From an optimization exercise on the open Yosys and OpenROAD flow, aimed at small area; shortcuts taken in it are not production practice. The RTL was checked by simulation tests, not by an equivalence proof against the original design.

==> design.v <==
module vec_quad_check(
        input clk,
        input nreset,
        input enable,
        input x_in_MSB,
        input y_in_MSB,
        output [1:0] quad_out
    );
    reg [1:0] quad;    
    always @(posedge clk or negedge nreset) begin
        if (~nreset)
            quad <= 2'b00;
        else if (enable)
            quad <= {y_in_MSB,x_in_MSB};
    end
    assign quad_out = enable ? {y_in_MSB,x_in_MSB} : quad;
endmodule
module absolute_value #(
        parameter DATA_WIDTH = 16
    ) (
        input signed [DATA_WIDTH-1:0] x_in,
        input signed [DATA_WIDTH-1:0] y_in,
        output reg [DATA_WIDTH-1:0] x_out,
        output reg [DATA_WIDTH-1:0] y_out
    );
    always @* begin
        x_out = x_in[DATA_WIDTH-1] ? {1'b0,~x_in[DATA_WIDTH-2:0]+1'b1} : x_in;
        y_out = y_in[DATA_WIDTH-1] ? {1'b0,~y_in[DATA_WIDTH-2:0]+1'b1} : y_in;
    end
endmodule
module ip_upscale #(
        parameter DATA_WIDTH = 16,
        parameter CORDIC_WIDTH = 22
    ) (
	    input [DATA_WIDTH-1:0] x_in,
        input [DATA_WIDTH-1:0] y_in,
        output [CORDIC_WIDTH-1:0] x_out,
        output [CORDIC_WIDTH-1:0] y_out
    );
    assign x_out = {x_in,{CORDIC_WIDTH-DATA_WIDTH{1'b0}}};
    assign y_out = {y_in,{CORDIC_WIDTH-DATA_WIDTH{1'b0}}};
endmodule
module vec_block_first_stage #(
        parameter CORDIC_WIDTH = 22
    ) (
        input clk,
        input nreset,
        input enable,
        input signed [CORDIC_WIDTH-1:0] x_in,
        input signed [CORDIC_WIDTH-1:0] y_in,
		output signed [CORDIC_WIDTH-1:0] x_out,
		output signed [CORDIC_WIDTH-1:0] y_out,
        output reg micro_rot_o,
        output reg enable_next_stage,
        output reg vec_microRot_out_start         
    );
    reg signed [CORDIC_WIDTH-1:0] x_temp_out;
    reg signed [CORDIC_WIDTH-1:0] y_temp_out;
    assign x_out = x_temp_out;
    assign y_out = y_temp_out;
    always @(posedge clk or negedge nreset) begin
        if (~nreset) begin
            x_temp_out <= {CORDIC_WIDTH{1'b0}};
            y_temp_out <= {CORDIC_WIDTH{1'b0}};
            micro_rot_o <= 1'b0;
            enable_next_stage <= 1'b0;
            vec_microRot_out_start <= 1'b0;
        end
        else begin
            if (enable) begin
                x_temp_out <= x_in + y_in;   
                y_temp_out <= y_in - x_in;   
                micro_rot_o <= 1'b0;
                enable_next_stage <= 1'b1;
                vec_microRot_out_start <= 1'b1;
            end
            else begin
                enable_next_stage <= 1'b0;
                vec_microRot_out_start <= 1'b0;
            end
        end
    end    
endmodule
module vec_block #(
        parameter CORDIC_WIDTH = 22,
        parameter MICRO_ROT_STAGE = 1
    ) (
        input clk,
        input nreset,
        input enable,
        input signed [CORDIC_WIDTH-1:0] x_in,
        input signed [CORDIC_WIDTH-1:0] y_in,
        output signed [CORDIC_WIDTH-1:0] x_out,
        output signed [CORDIC_WIDTH-1:0] y_out,
        output reg micro_rot_o,
        output reg enable_next_stage
    );
	reg signed [CORDIC_WIDTH-1:0]	x_temp_out;
	reg signed [CORDIC_WIDTH-1:0]	y_temp_out;
	assign x_out = x_temp_out;
	assign y_out = y_temp_out;
	always @(posedge clk or negedge nreset) begin
	    if (~nreset) begin
		    x_temp_out <= {CORDIC_WIDTH{1'b0}};
			y_temp_out <= {CORDIC_WIDTH{1'b0}};
			micro_rot_o <= 1'b0;
			enable_next_stage <= 1'b0;
		end
		else begin
			if (enable) begin
			    enable_next_stage <= 1'b1;
			    if (!(y_in[CORDIC_WIDTH-1])) begin
				    x_temp_out <= x_in + {{MICRO_ROT_STAGE{y_in[CORDIC_WIDTH-1]}}, y_in[CORDIC_WIDTH-1:MICRO_ROT_STAGE]};  
					y_temp_out <= y_in - {{MICRO_ROT_STAGE{x_in[CORDIC_WIDTH-1]}}, x_in[CORDIC_WIDTH-1:MICRO_ROT_STAGE]};  
					micro_rot_o <= 1'b0;
				end
				else begin
					x_temp_out <= x_in - {{MICRO_ROT_STAGE{y_in[CORDIC_WIDTH-1]}}, y_in[CORDIC_WIDTH-1:MICRO_ROT_STAGE]}; 
					y_temp_out <= y_in + {{MICRO_ROT_STAGE{x_in[CORDIC_WIDTH-1]}}, x_in[CORDIC_WIDTH-1:MICRO_ROT_STAGE]};  
					micro_rot_o <= 1'b1;
				end
			end
			else 
				enable_next_stage <= 1'b0;
		end
	end	
endmodule
module vec_block_last_stage #(
        parameter CORDIC_WIDTH = 22,
        parameter MICRO_ROT_STAGE = 15
    ) (
        input clk,
        input nreset,
        input enable,
        input signed [CORDIC_WIDTH-1:0] x_in,
        input signed [CORDIC_WIDTH-1:0] y_in,
        output signed [CORDIC_WIDTH-1:0] x_out,
        output reg micro_rot_o,
        output reg op_valid
    );
	reg signed [CORDIC_WIDTH-1:0]	x_temp_out;
    assign x_out = x_temp_out;
    always @(posedge clk or negedge nreset) begin
        if (~nreset) begin
            x_temp_out <= {CORDIC_WIDTH{1'b0}};
            micro_rot_o <= 1'b0;
            op_valid <= 1'b0;
        end
        else begin
            if (enable) begin
                op_valid <= 1'b1;
                if (!(y_in [CORDIC_WIDTH-1])) begin
                    x_temp_out <= x_in + {{MICRO_ROT_STAGE{y_in[CORDIC_WIDTH-1]}}, y_in [CORDIC_WIDTH-1:MICRO_ROT_STAGE]};   
                    micro_rot_o <= 1'b0;
                end
                else begin
                    x_temp_out <= x_in - {{MICRO_ROT_STAGE{y_in[CORDIC_WIDTH-1]}}, y_in [CORDIC_WIDTH-1:MICRO_ROT_STAGE]};   
                    micro_rot_o <= 1'b1;
                end
            end
            else 
                op_valid <= 1'b0;
        end
    end    
endmodule
module vec_scaling #(
        parameter CORDIC_WIDTH = 22
    ) (
		input signed [CORDIC_WIDTH-1:0] x_in,
		input en,
		output reg signed [CORDIC_WIDTH-1:0] scale_out
    );
    always @* begin
	    if (en)
            scale_out = {x_in[CORDIC_WIDTH-1],x_in[CORDIC_WIDTH-1:1]} + {{4{x_in[CORDIC_WIDTH-1]}},x_in[CORDIC_WIDTH-1:4]} +
                        {{5{x_in[CORDIC_WIDTH-1]}},x_in[CORDIC_WIDTH-1:5]} + {{7{x_in[CORDIC_WIDTH-1]}},x_in[CORDIC_WIDTH-1:7]} +
                        {{8{x_in[CORDIC_WIDTH-1]}},x_in[CORDIC_WIDTH-1:8]} + {{10{x_in[CORDIC_WIDTH-1]}},x_in[CORDIC_WIDTH-1:10]} +
                        {{11{x_in[CORDIC_WIDTH-1]}},x_in[CORDIC_WIDTH-1:11]} + {{12{x_in[CORDIC_WIDTH-1]}},x_in[CORDIC_WIDTH-1:12]} +
                        {{14{x_in[CORDIC_WIDTH-1]}},x_in[CORDIC_WIDTH-1:14]};                                 
        else
            scale_out = {CORDIC_WIDTH{1'b0}};
    end
endmodule
module vec_op_downscale #(
        parameter CORDIC_WIDTH = 22,
        parameter DATA_WIDTH = 16
   ) (  
        input clk,
        input nreset,
        input enable,
	    input signed [CORDIC_WIDTH-1:0] x_in,
        output signed [DATA_WIDTH-1:0] x_out,
        output op_vld
    );
	reg signed [DATA_WIDTH-1:0] x_downscaled;
	reg enable_r;
	always @(posedge clk or negedge nreset) begin
	    if (~nreset) begin
	        x_downscaled <= {DATA_WIDTH{1'b0}};
	        enable_r <= 1'b0;
	    end
	    else begin
	        if (enable) begin   
			    x_downscaled <= x_in [CORDIC_WIDTH-1:CORDIC_WIDTH-DATA_WIDTH];
                enable_r <= 1'b1;
            end
            else
                enable_r <= 1'b0;
        end
    end
    assign x_out = x_downscaled;
    assign op_vld = enable_r;
endmodule
module vec_angle_calc #(
        parameter ANGLE_WIDTH = 16,
        parameter CORDIC_STAGES = 16
    ) (
        input clk,
        input nreset,
        input [CORDIC_STAGES-1:0] enable_in,
        input [CORDIC_STAGES-1:0] micro_rot_dir_in,
        input [1:0] quad_in,
        input quad_vld_in,
        output reg signed [ANGLE_WIDTH-1:0] angle_out
    );
    reg [ANGLE_WIDTH-1:0] atan [CORDIC_STAGES-1:0];
    always @(posedge clk) begin
        atan[0] <= 16'h2000;
        atan[1] <= 16'h12E4;
        atan[2] <= 16'h09FB;
        atan[3] <= 16'h0511;
        atan[4] <= 16'h028B;
        atan[5] <= 16'h0145;
        atan[6] <= 16'h00A2;
        atan[7] <= 16'h0051;
        atan[8] <= 16'h0028;
        atan[9] <= 16'h0014;
        atan[10] <= 16'h000A;
        atan[11] <= 16'h0005;
        atan[12] <= 16'h0002;
        atan[13] <= 16'h0001;
        atan[14] <= 16'h0000;
        atan[15] <= 16'h0000;
    end
    genvar i;
    reg signed [ANGLE_WIDTH-1:0] angle_temp [CORDIC_STAGES-2:0];  
    always @(posedge clk or negedge nreset) begin
        if (~nreset)
            angle_temp[0] <= {ANGLE_WIDTH{1'b0}};
        else if (enable_in[0])
            angle_temp[0] <= micro_rot_dir_in[0] ? -atan[0] : atan[0];
    end
    generate 
        for (i=1;i<CORDIC_STAGES-1;i=i+1) begin: gen_CVM_angle_add
            always @(posedge clk or negedge nreset) begin
                if (~nreset)
                    angle_temp[i] <= {ANGLE_WIDTH{1'b0}};
                else if (enable_in[i])
                    angle_temp[i] <= micro_rot_dir_in[i] ? angle_temp[i-1]-atan[i] :
                                                                                angle_temp[i-1]+atan[i];
            end
        end
    endgenerate
    wire signed [ANGLE_WIDTH-1:0] angle_final; 
    assign angle_final = enable_in[CORDIC_STAGES-1] && micro_rot_dir_in[CORDIC_STAGES-1] ?
                                                  angle_temp[CORDIC_STAGES-2] - atan[CORDIC_STAGES-1] :
                                                  angle_temp[CORDIC_STAGES-2] + atan[CORDIC_STAGES-1];
    wire signed [ANGLE_WIDTH-1:0] angle_final_neg;  
    assign angle_final_neg = ~angle_final[ANGLE_WIDTH-1:0] + 1'b1;
    reg [1:0] quad_r [CORDIC_STAGES-1:0];
    integer k;
    always @(posedge clk or negedge nreset) begin
        if (~nreset) 
            for (k=0;k<CORDIC_STAGES;k=k+1)
                quad_r[k] <= 2'b00;
        else begin
            if (quad_vld_in) 
                quad_r[0] <= quad_in;
            for (k=1;k<CORDIC_STAGES;k=k+1)
                quad_r[k] <= enable_in[k-1] ? quad_r[k-1] : quad_r[k];
        end
    end
    always @(posedge clk or negedge nreset) begin
        if (~nreset)
            angle_out <= {ANGLE_WIDTH{1'b0}};
        else if (enable_in[CORDIC_STAGES-1]) begin
            case (quad_r[CORDIC_STAGES-1])
                2'b00: angle_out <= angle_final;
                2'b01: angle_out <= {1'b0,angle_final_neg[ANGLE_WIDTH-2:0]}; 
                2'b11: angle_out <= {1'b1,angle_final[ANGLE_WIDTH-2:0]};
                2'b10: angle_out <= {1'b1,angle_final_neg[ANGLE_WIDTH-2:0]};            
            endcase
        end
    end
endmodule
module CORDIC_Vectoring_top1 #(
        parameter DATA_WIDTH = 16,
        parameter CORDIC_WIDTH = 22,
        parameter CORDIC_STAGES = 16,
        parameter ANGLE_WIDTH = 16
    ) (        
        input clk,
        input nreset,
        input vec_en,
        input signed [DATA_WIDTH-1:0] x_vec_in,
        input signed [DATA_WIDTH-1:0] y_vec_in,
        input angle_calc_enable_in,    
        output signed [DATA_WIDTH-1:0] x_vec_out,
        output output_valid_o,
        output [CORDIC_STAGES-1:0] micro_angle_o,
        output [1:0] quad_out,
        output vec_microRot_out_start,
        output signed [ANGLE_WIDTH-1:0] angle_out
    );
    wire [DATA_WIDTH-1:0] x_abs;	
    wire [DATA_WIDTH-1:0] y_abs;    
	wire [CORDIC_WIDTH-1:0] x_upscaled;
    wire [CORDIC_WIDTH-1:0] y_upscaled;
	wire upscaled_opvld;
	wire [CORDIC_STAGES*CORDIC_WIDTH-1:0] vect_stage_xin;   
    wire [CORDIC_STAGES*CORDIC_WIDTH-1:0] vect_stage_yin;   
    wire [CORDIC_STAGES-1:0] vect_stage_enable;             
	wire signed [CORDIC_WIDTH-1:0] x_last_stage_out;      
	wire vec_op_vld;    
	wire signed [CORDIC_WIDTH-1:0] x_scaled_o;            
    wire signed [DATA_WIDTH-1:0] x_downscale; 
    wire downscale_vld;   
    wire [CORDIC_STAGES-1:0] angle_calc_enable;
    wire angle_calc_quad_vld;    
    vec_quad_check Vec_Quad_chk(
        .clk (clk),
        .nreset (nreset),
        .enable (vec_en),
        .x_in_MSB (x_vec_in[DATA_WIDTH-1]),            
        .y_in_MSB (y_vec_in[DATA_WIDTH-1]),            
	    .quad_out (quad_out)
	);
	absolute_value #(
	   .DATA_WIDTH (DATA_WIDTH)
    ) abs (
        .x_in (x_vec_in),
        .y_in (y_vec_in),
	    .x_out (x_abs),
	    .y_out (y_abs)
	);
	ip_upscale #(
        .DATA_WIDTH (DATA_WIDTH),
        .CORDIC_WIDTH (CORDIC_WIDTH)
    ) ip_up(
        .x_in (x_abs),
        .y_in (y_abs),
        .x_out (x_upscaled),
        .y_out (y_upscaled)
    );
    assign vect_stage_enable[0] = vec_en;
    assign vect_stage_xin[CORDIC_WIDTH-1:0] = x_upscaled;
    assign vect_stage_yin[CORDIC_WIDTH-1:0] = y_upscaled;
	vec_block_first_stage #(
	    .CORDIC_WIDTH (CORDIC_WIDTH)
    ) Vec_Stage_0(
		.clk (clk),
        .nreset (nreset),
        .enable (vect_stage_enable[0]),
        .x_in (vect_stage_xin[CORDIC_WIDTH-1:0]),
        .y_in (vect_stage_yin[CORDIC_WIDTH-1:0]),
        .x_out (vect_stage_xin[2*CORDIC_WIDTH-1:CORDIC_WIDTH]),
        .y_out (vect_stage_yin[2*CORDIC_WIDTH-1:CORDIC_WIDTH]),
        .micro_rot_o (micro_angle_o[0]),
        .enable_next_stage (vect_stage_enable[1]),
        .vec_microRot_out_start (vec_microRot_out_start)
    );    	   
	genvar i;
	generate
        for (i=1;i<CORDIC_STAGES-1;i=i+1) begin: genblk_Vec_Stage_inst
	        vec_block #(
	            .CORDIC_WIDTH (CORDIC_WIDTH),
	            .MICRO_ROT_STAGE (i)
	        ) Vect_Block (
		        .clk (clk),
                .nreset (nreset),
                .enable (vect_stage_enable[i]),
                .x_in (vect_stage_xin[CORDIC_WIDTH*(i+1)-1:CORDIC_WIDTH*i]),
                .y_in (vect_stage_yin[CORDIC_WIDTH*(i+1)-1:CORDIC_WIDTH*i]),
                .x_out (vect_stage_xin[CORDIC_WIDTH*(i+2)-1:CORDIC_WIDTH*(i+1)]),
                .y_out (vect_stage_yin[CORDIC_WIDTH*(i+2)-1:CORDIC_WIDTH*(i+1)]),
                .micro_rot_o (micro_angle_o[i]),
                .enable_next_stage (vect_stage_enable[i+1])
            );
	    end
    endgenerate    
	vec_block_last_stage #(
        .CORDIC_WIDTH (CORDIC_WIDTH),
        .MICRO_ROT_STAGE (CORDIC_STAGES-1)
    ) Vec_Stage_Last(
        .clk (clk),
        .nreset (nreset),
        .enable (vect_stage_enable[CORDIC_STAGES-1]),
        .x_in (vect_stage_xin[CORDIC_WIDTH*(CORDIC_STAGES)-1:CORDIC_WIDTH*(CORDIC_STAGES-1)]),
        .y_in (vect_stage_yin[CORDIC_WIDTH*(CORDIC_STAGES)-1:CORDIC_WIDTH*(CORDIC_STAGES-1)]),
        .x_out (x_last_stage_out),
        .micro_rot_o (micro_angle_o[CORDIC_STAGES-1]),
        .op_valid (vec_op_vld)
    );           
	vec_scaling #(
        .CORDIC_WIDTH (CORDIC_WIDTH)
    ) scaling (
		.en (vec_op_vld),
		.x_in (x_last_stage_out),
		.scale_out (x_scaled_o)
	);
	vec_op_downscale #(
        .DATA_WIDTH (DATA_WIDTH),
        .CORDIC_WIDTH (CORDIC_WIDTH)
    ) op_down(
        .clk (clk),
        .nreset (nreset),
        .enable (vec_op_vld),
        .x_in (x_scaled_o),
        .x_out (x_downscale),
        .op_vld (downscale_vld)
    );
	assign angle_calc_enable = angle_calc_enable_in ? 
	           {vec_op_vld,vect_stage_enable[CORDIC_STAGES-1:1]} : {CORDIC_STAGES{1'b0}};
	assign angle_calc_quad_vld = angle_calc_enable_in ? vect_stage_enable[0] : 2'b00;
	vec_angle_calc #(
	   .ANGLE_WIDTH (ANGLE_WIDTH),
	   .CORDIC_STAGES (CORDIC_STAGES)
	) angle_calculation (
	   .clk (clk),
	   .nreset (nreset),
       .enable_in (angle_calc_enable),
       .micro_rot_dir_in (micro_angle_o),
       .quad_in (quad_out),
       .quad_vld_in (angle_calc_quad_vld),
       .angle_out (angle_out)
	);
	assign x_vec_out = x_downscale;
	assign output_valid_o = downscale_vld;		
endmodule
==> run.sh <==
#!/bin/bash
# synth_recipe.tcl (not shown) runs the flow's synth.tcl, then flattens the netlist and writes it again
# the make line also repeats each setting of config.mk as NAME=value (left out here)
make -C /OpenROAD-flow-scripts/flow DESIGN_CONFIG=/design/flow/config.mk WORK_HOME=/design/flow/orfs CLKGATE_MAP_FILE= SYNTH_SCRIPT=/design/flow/synth_recipe.tcl finish
==> config.mk <==
export PLATFORM = sky130hd
export DESIGN_NAME = CORDIC_Vectoring_top1
export DESIGN_NICKNAME = CORDIC_Vectoring_top1
export VERILOG_FILES = /design/flow/design.v
export SDC_FILE = /design/flow/constraint.sdc
export NUM_CORES = 4
export LEC_CHECK = 0
export CAP_MARGIN = 20
export CORE_MARGIN = 2
export CORE_UTILIZATION = 40
export PLACE_DENSITY = 0.6
export SLEW_MARGIN = 20
==> constraint.sdc <==
create_clock -name core_clock -period 10.0 [get_ports {clk}]
set_input_delay 2.0000 -clock core_clock [delete_from_list [all_inputs] [get_ports {clk}]]
set_output_delay 2.0000 -clock core_clock [all_outputs]
set_load 0.01 [all_outputs]
==> summary.md <==
| Metric | Value |
|---|---|
| Clk root buf | `clkbuf_16` |
| Yosys top cell area share | `29.29%` |
| GRT Residual Overflow | `0` |
| Synth area leader | `dfrtp_1` |
| Port buffer count | `86` |
| Synth warn | `24` |
| Hold path depth | `0` |
| RSZ-0062 raised after global routing | `false` |
| Fin. Hold Viols | `0` |
| Die Y | `453.5 µm` |
| Share of cells above drive strength 1 | `8.641%` |
| Vias | `65,560` |
| Top cells by area, synth | `dfrtp_1, ha_1, xnor2_1` |
| R2r startpoint | `Vec_Stage_Last.x_temp_out[14]$_DFFE_PN0P_` |
| Clk sinks | `946` |
| Clk slew on worst S/H paths | `0.06 ns` |
| Post-synth top cells | `dfrtp_1, ha_1, a21oi_1` |
| Rows | `165` |
| H-Tree Depth | `3` |
| Sequential area share after synthesis | `29.29%` |
| Most used DFF post-synth | `dfrtp_1` |
| Reg2Reg Setup Slack | `4.85 ns` |
| TritonCTS clock tree | `done` |
| Slew Viols, Final | `0` |
| Final setup margin | `4.374 ns` |
| Nets@finish | `10,090` |
| Largest net degree at the start of global routing | `156` |
| Final core occ | `43.81%` |
| Met1 Usage GRT | `26.80%` |
| Inserted Clock Buffers | `116` |
| Crit end category | `primary output` |
| Tightest Hold Check Type | `register to register` |
| Antenna violations before repair | `2` |
| Vias in the first global route | `64,120` |
| Synthesis-stage register bit count | `946` |
| Reg2reg path depth | `17` |
| Routed wire length | `209,800 µm` |
| DIE AREA | `205,700 µm²` |
| F_max | `177.7 MHz` |
| Tcrit/Tclk final | `56.26%` |
| Worst-Margin Slew | `1.029 ns` |
| Final setup viols | `0` |
| Relative slew slack | `30.41%` |
| Die Width | `453.5 µm` |
| # hold bufs at CTS | `0` |
| Asr flop ratio synth | `100.0%` |
| Max clock buf depth | `3` |
| DRT Pass-1 Iters | `6` |
| Worst-Skew Late Latency | `0.78 ns` |
| Final Skew | `0.04363 ns` |
| Via density | `5.527` |
| Wire length per cell | `17.69 µm` |
| Setup Total Neg Slack | `0 ns` |
| CP Data Arrival Time | `3.63 ns` |
| Required time worst endpoint | `8.00 ns` |
| Pre-CTS setup slack | `3.763 ns` |
| Hpwl dp | `164,600 µm` |
| Kind of critical path | `input pin to primary output` |
| Most common cell in the netlist | `dfrtp_1` |
| Placer congestion estimate | `0.8985` |
| DRC | `0` |
| Setup bufs post-CTS | `0` |
| Crit start category | `input pin` |
| Synthesized area | `80,830 µm²` |
| Post-Syn Instances | `9,109` |
| Post-route ant nets | `0` |
| Cts repair resizes | `0` |
| Synth unique cells | `83` |
| Gr busiest metal | `met2` |
| Core box area | `201,500 µm²` |
| Area growth syn-to-layout | `9.212%` |
| Starting DRC count in detailed routing | `4,470` |
| Post-synth EDFFs | `0` |
| Critical path peak fanout | `17` |
| Syn_nets | `10,110` |
| Initial Util | `40.12%` |
| Boundary pin count | `88` |
| Mean post-synth cell area | `8.874 µm²` |
| Outcome | `finished clean` |
| Reg2Reg Capture Point | `op_down.x_downscaled[6]$_DFFE_PN0P_` |
| Met3 usage | `2.325%` |
| Max-cap viol count | `0` |
| Met2 usage | `34.22%` |
| First-pass GRT wire length | `342,300 µm` |
| Post-layout minimum cycle time | `5.626 ns` |
| GRT Overall Usage | `20.14%` |
-- worst max-delay path: stages --
cell and delay [ns]:
clkdlybuf4s50_1 0.81, mux2_2 0.27, clkdlybuf4s50_1 0.54
-- sequential cells by signal (all words and copies together), names as in the netlist --
register and count:
genblk_Vec_Stage_inst.Vect_Block.x_temp_out 297, genblk_Vec_Stage_inst.Vect_Block.y_temp_out 285, angle_calculation.angle_temp 214, angle_calculation.quad_r 32, Vec_Stage_Last.x_temp_out 21, Vec_Stage_0.x_temp_out 16
angle_calculation.angle_out 16, op_down.x_downscaled 16, Vec_Stage_0.y_temp_out 15, genblk_Vec_Stage_inst.Vect_Block.enable_next_stage 14, genblk_Vec_Stage_inst.Vect_Block.micro_rot_o 14, Vec_Quad_chk.quad 2
Vec_Stage_0.vec_microRot_out_start 1, Vec_Stage_Last.micro_rot_o 1, Vec_Stage_Last.op_valid 1, op_down.enable_r 1
-- final cells by class --
cell class | count | area, µm²
Multi-Input combinational cell | 7379 | 54180
Fill cell | 19780 | 113200
Tap cell | 2672 | 3343
Inverter | 520 | 1952
Sequential cell | 946 | 23690
Clock inverter | 56 | 589.3
Timing Repair Buffer | 131 | 1244
Antenna cell | 1 | 2.502
Clock buffer | 157 | 3277
-- layout by cell type (no fill, tap or decap), drive strengths merged, types with 32 or more instances in the layout --
cell type and n:
or3 59, nand2b 110, xnor2 649, a211oi 84
mux2 453, and3 100, clkdlybuf4s50 83, nand4 57
clkinv 37, buf 48, dfrtp 946, fa 115
clkbuf 157, a21o 266, o211ai 36, o21a 86
ha 845, nand3 149, nor2 703, nor2b 111
mux2i 66, xor2 333, or2 40, a211o 32
inv 523, and2 32, a21boi 34, nand2 681
o31ai 82, o21bai 84, o21ai 599, a21oi 734
nor4 57, a31oi 107, nor3 297
-- per-stage QoR --
step,cell area (µm²),std cells,hold slack [ns]
final,88280,11860,0.4036
after global routing,88270,11860,0.4160
after CTS,88250,11860,0.4034
after detailed placement,84380,11650,0.3861
after global placement,84380,11650,0.3913
after floorplan,80830,9109,0.3519
-- cells by family (layout without fill, tap and decap cells) --
group,Yosys count,after routing,share of synthesized area [%]
xor+xnor,982,982,10.64
simple gates,2520,2520,14.84
compound gates,2397,2397,18.45
fa+ha+maj,960,960,15.93
mux,519,519,7.133
flops,946,946,29.29
other cells,1,2,0.004639
buf+inv,784,864,3.715
-- per-layer routing --
metal	wire length [µm]	share of wire, %	vias to the layer above
met4	6221	3.0	0
met1	96730	46	31510
met3	7474	3.6	301
li1	-	-	32580
met2	99400	47	1171
met5	0	0	-
-- how the worst max path moves through the flow --
stage                       from  slack (ns)  cells after the start                                      to
floorplan            y_vec_in[0]        4.91                     14  Vec_Stage_0.x_temp_out[20]$_DFFE_PN0P_
global placement     y_vec_in[0]        3.67                     15  Vec_Stage_0.x_temp_out[20]$_DFFE_PN0P_
detailed placement   y_vec_in[0]        3.76                     15  Vec_Stage_0.x_temp_out[20]$_DFFE_PN0P_
CTS                 y_vec_in[15]        4.37                      3                             quad_out[1]
global route         y_vec_in[0]        4.14                     15  Vec_Stage_0.x_temp_out[20]$_DFFE_PN0P_
finish              y_vec_in[15]        4.37                      3                             quad_out[1]

[re-timing with driven ports]
The results above use ideal ports. As a check the final layout listed here was re-extracted and re-timed, cells and wires unchanged.
Step 1: set_driving_cell puts a clkbuf_16 on clk and a buf_2 on each other input, an assumption about the parent block.
Step 2, shift: input delay + t, output delay - t, t = (earliest + latest rising clock arrival at the registers) / 2. This alone moves slack from input paths to output paths.
Three values: no drivers, after step 1, after step 2; two values: the first two.
t, ns: 0.841
setup WS [ns]: 4.374 / 4.348 / 3.691
worst setup path after step 2: input to register
slew at the worst register clock pin (ns): 0.07 / 0.07
cell pins on the clock port's net: 1
After both steps setup and hold are still met in this run. The setup slack of this run moves by -0.026 ns with the drivers and by -0.683 ns with both steps.
